This design comes from an exercise in tuning for small area on the open sky130 flow, not from production work.
Only simulation tests tie the RTL to the original design; equivalence was not proved.

==> flow/design.v (excerpt) <==
module macrow4(
    input clk,
    input reset_n,
    input enX,
    input[3:0] enW,
    input [15:0] X_i,
    input [15:0] W_i,
    output valid_o,
    output [15:0] Y_o
);
Size: ~2900 cells after synthesis.
clock: 18.0 ns
lec_check: 0
abc_area: 1
cap_margin: 20
core_margin: 2
core_utilization: 40
cts_cluster_diameter: 100
cts_cluster_size: 30
place_density: 0.45
slew_margin: 20
synth_hierarchical: 1
standard.sh (not shown) runs the stock make flow with config.mk's settings and CLKGATE_MAP_FILE= SYNTH_SCRIPT=/design/flow/synth_recipe.tcl, a recipe that flattens the netlist after the stock synthesis.
==> flow/flow/run.sh <==
#!/bin/bash
# Own layout flow: the standard flow (standard.sh) with a different
# mapping of the combinational logic in synthesis. A copy of ORFS's scripts
# is used for the synth target, with three changes:
#   - abc_area.script is flow/abc_area.script: choice computation and ABC's
#     area mapper (amap), twice;
#   - extract_fa looks for full adders only (half adders are left to ABC);
#   - Yosys's synth skips its quick generic ABC pass (-noabc) before that.
# The synthesis script itself (synth_recipe.tcl), and so the registers, and
# floorplan, placement, CTS and routing are the standard flow's.
# Each tool's output goes to a log file here: synth.log and layout.log (make),
# and ORFS's own logs under orfs/logs.
set -euo pipefail
W=$(pwd)
S=$W/scripts_abc
rm -rf "$S"
mkdir -p "$S"
cp -r "$FLOW_HOME/scripts/." "$S/"
cp "$W/flow/abc_area.script" "$S/abc_area.script"
sed -i -e 's/^  extract_fa {\*}\[dont_use_extract_fa_args\]$/  extract_fa -fa/' \
       -e 's/^  synth -top \$::env(DESIGN_NAME) -run fine: {\*}\$synth_full_args$/  synth -top $::env(DESIGN_NAME) -run fine: -noabc {*}$synth_full_args/' \
       "$S/synth.tcl"
grep -q '^  extract_fa -fa$' "$S/synth.tcl"
grep -q -- '-run fine: -noabc' "$S/synth.tcl"
# the standard make command, for the synth target, with the copied scripts
sed -e 's|"${@:-finish}"|SCRIPTS_DIR='"$S"' synth|' standard.sh > synth_abc.sh
grep -q "scripts_abc synth" synth_abc.sh
bash synth_abc.sh > synth.log 2>&1
# the rest of the standard flow, up to the final DEF
bash standard.sh > layout.log 2>&1
==> flow/flow/abc_area.script <==
strash
dch -f
amap -m
strash
dch -f
amap -m
topo
stime -c
The starting point went through all stages and came out clean.
Change:
--- a/flow/design.v
+++ b/flow/design.v
@@ -20,25 +20,25 @@
     wire n61, n62, n63, n64, n65, n66, n67, n68, n69, n70, n71, n72;
     wire n73, n74, n75, n76, n77, n78, n79, n80, n81, n82, n83, n84;
     wire n85, n86, n87, n88, n89, n90, n91, n92, n93, n94, n95, n96;
     wire n97, n98, n99, n100, n101, n102, n103, n104, n105, n106, n107, n108;
     wire n109, n110, n111, n112, n113, n114, n115, n116, n117, n118, n119, n120;
     wire n121, n122, n123, n124, n125, n126, n127, n128, n129, n130, n131, n132;
     wire n133, n134, n135, n136, n137, n138, n139, n140, n141, n142, n143, n144;
     wire n145, n146, n147, n148, n149, n150, n151, n152, n153, n154, n155, n156;
     wire n157, n158, n159, n160, n161, n162, n163, n164, n165, n166, n167, n168;
     wire n169, n170, n171, n172, n173, n174, n176, n177, n179, n180, n182, n184;
     wire n186, n188, n190, n191, n192, n193, n194, n195, n196, n197, n198, n199;
     wire n200, n201, n202, n203, n204, n205, n206, n207, n208, n209, n210, n211;
-    wire n212, n213, n214, n215, n216, n217, n218;
+    wire n212, n214, n215, n216, n217;
     assign n1 = ~((s1[0] & a[0]) | (s3[0] & x3[0]));
     assign n2 = ~((s1[0] & a[1]) | (s2[0] & a[0]) | (s3[0] & x3[1]));
     assign n3 = ~((s1[0] & a[2]) | (s2[0] & a[1]) | (s3[0] & x3[2]));
     assign n4 = ~((s1[0] & a[3]) | (s2[0] & a[2]) | (s3[0] & x3[3]));
     assign n5 = ~((s1[0] & a[4]) | (s2[0] & a[3]) | (s3[0] & x3[4]));
     assign n6 = ~((s1[0] & a[5]) | (s2[0] & a[4]) | (s3[0] & x3[5]));
     assign n7 = ~((s1[0] & a[6]) | (s2[0] & a[5]) | (s3[0] & x3[6]));
     assign n8 = ~((s1[0] & a[7]) | (s2[0] & a[6]) | (s3[0] & x3[7]));
     assign n9 = ~((s1[0] & a[8]) | (s2[0] & a[7]) | (s3[0] & x3[8]));
     assign n10 = ~((s1[0] & a[9]) | (s2[0] & a[8]) | (s3[0] & x3[9]));
     assign n11 = ~(s1[0] | (s2[0] & a[9]) | (s3[0] & x3[10]));
     assign n12 = ~(s2[0] | (s3[0] & x3[11]));
@@ -132,25 +132,25 @@
     assign n166 = ~n123;
     assign n169 = ~n64;
     assign n172 = n3 ^ n14;
     assign n173 = ~(n3 | n14);
     assign n174 = ~n173;
     assign n177 = ~n126;
     assign n180 = ~n127;
     assign n201 = ~n158;
     assign n204 = ~n159;
     assign n209 = ~n167;
     assign n212 = ~n211;
     assign n215 = ~n65;
-    assign n218 = n217 ^ n216;
+    assign y[11] = n217 ^ n216;
     fa_c u0(.a(n10), .b(n21), .c(n32), .s(n68), .co(n69));
     fa_c u1(.a(n11), .b(n22), .c(n33), .s(n70), .co(n71));
     fa_c u2(.a(n12), .b(n23), .c(n34), .s(n74), .co(n75));
     fa_c u3(.a(n74), .b(n45), .c(n56), .s(n76), .co(n77));
     fa_c u4(.a(n13), .b(n24), .c(n35), .s(n78), .co(n79));
     fa_c u5(.a(n78), .b(n46), .c(n57), .s(n80), .co(n81));
     fa_c u6(.a(n25), .b(n36), .c(n47), .s(n82), .co(n83));
     fa_c u7(.a(n26), .b(n37), .c(n48), .s(n86), .co(n87));
     fa_c u8(.a(n38), .b(n49), .c(n60), .s(n90), .co(n91));
     fa_c u9(.a(n8), .b(n19), .c(n30), .s(n96), .co(n97));
     fa_c u10(.a(n31), .b(n42), .c(n53), .s(n98), .co(n99));
     fa_c u11(.a(n68), .b(n43), .c(n54), .s(n100), .co(n101));
@@ -184,27 +184,36 @@
     maj_c u39(.a(n134), .b(n132), .c(n184), .co(n186));
     maj_c u40(.a(n137), .b(n135), .c(n186), .co(n188));
     maj_c u41(.a(n140), .b(n138), .c(n188), .co(n190));
     fa_c u42(.a(n143), .b(n141), .c(n190), .s(n191), .co(n192));
     fa_c u43(.a(n146), .b(n144), .c(n192), .s(n193), .co(n194));
     fa_c u44(.a(n149), .b(n147), .c(n194), .s(n195), .co(n196));
     fa_c u45(.a(n152), .b(n150), .c(n196), .s(n197), .co(n198));
     fa_c u46(.a(n155), .b(n153), .c(n198), .s(n199), .co(n200));
     fa_c u47(.a(n156), .b(n200), .c(n201), .s(n202), .co(n203));
     fa_c u48(.a(n161), .b(n203), .c(n204), .s(n205), .co(n206));
     fa_c u49(.a(n164), .b(n162), .c(n206), .s(n207), .co(n208));
     fa_c u50(.a(n165), .b(n208), .c(n209), .s(n210), .co(n211));
-    fa_c u51(.a(n170), .b(n168), .c(n212), .s(n213), .co(n214));
+    fa_c u51(.a(n170), .b(n168), .c(n212), .s(y[9]), .co(n214));
     fa_c u52(.a(n171), .b(n214), .c(n215), .s(n216), .co(n217));
-    assign y = {n218, ~n216, n213, ~n210, ~n207, ~n205, ~n202, ~n199, ~n197, ~n195, ~n193, ~n191};
+    assign y[0] = ~n191;
+    assign y[1] = ~n193;
+    assign y[2] = ~n195;
+    assign y[3] = ~n197;
+    assign y[4] = ~n199;
+    assign y[5] = ~n202;
+    assign y[6] = ~n205;
+    assign y[7] = ~n207;
+    assign y[8] = ~n210;
+    assign y[10] = ~n216;
 endmodule
 module fa_c(input a, input b, input c, output s, output co);
     assign s  = a ^ b ^ c;
     assign co = (a & b) | (a & c) | (b & c);
 endmodule
 module maj_c(input a, input b, input c, output co);
     assign co = (a & b) | (c & (a | b));
 endmodule
 `timescale 1ns/1ns
 module macrow4(
     input clk,
     input reset_n,
Effect:
- global-route usage stays flat
- worst setup slack loses 0.27 ns
- synthesized cell count barely changes
- count of clock-buffer cells in the layout stays the same
- wire length came out higher slightly
- cell area stays flat
- via count stays flat
- cell count is about the same
- fmax came out lower slightly
- clock skew came out higher by 0.0082 ns
- area after synthesis hardly moves
- flip-flop and latch count stays the same

==> separate check: timing with driven ports <==
The results above use ideal ports. As a check the final layouts listed here were re-extracted and re-timed, cells and wires unchanged. Step 1: set_driving_cell puts a clkbuf_16 on clk and a buf_2 on each other input, an assumption about the parent block. Step 2 also shifts input and output timing later by t, the mid clock arrival at the registers, as if the neighbouring blocks saw the same clock. Slacks: ideal / step 1 / step 2; pairs: ideal / step 1.
| run | shift t [ns] | setup WS [ns] | worst data-port slew with drivers (ns) |
|---|---|---|---|
| the first run | 0.597 | 1.695 / 1.695 / 1.695 | 0.04 |
| the second run | 0.579 | 1.430 / 1.430 / 1.430 | 0.05 |
After both steps setup and hold are still met in every run listed.
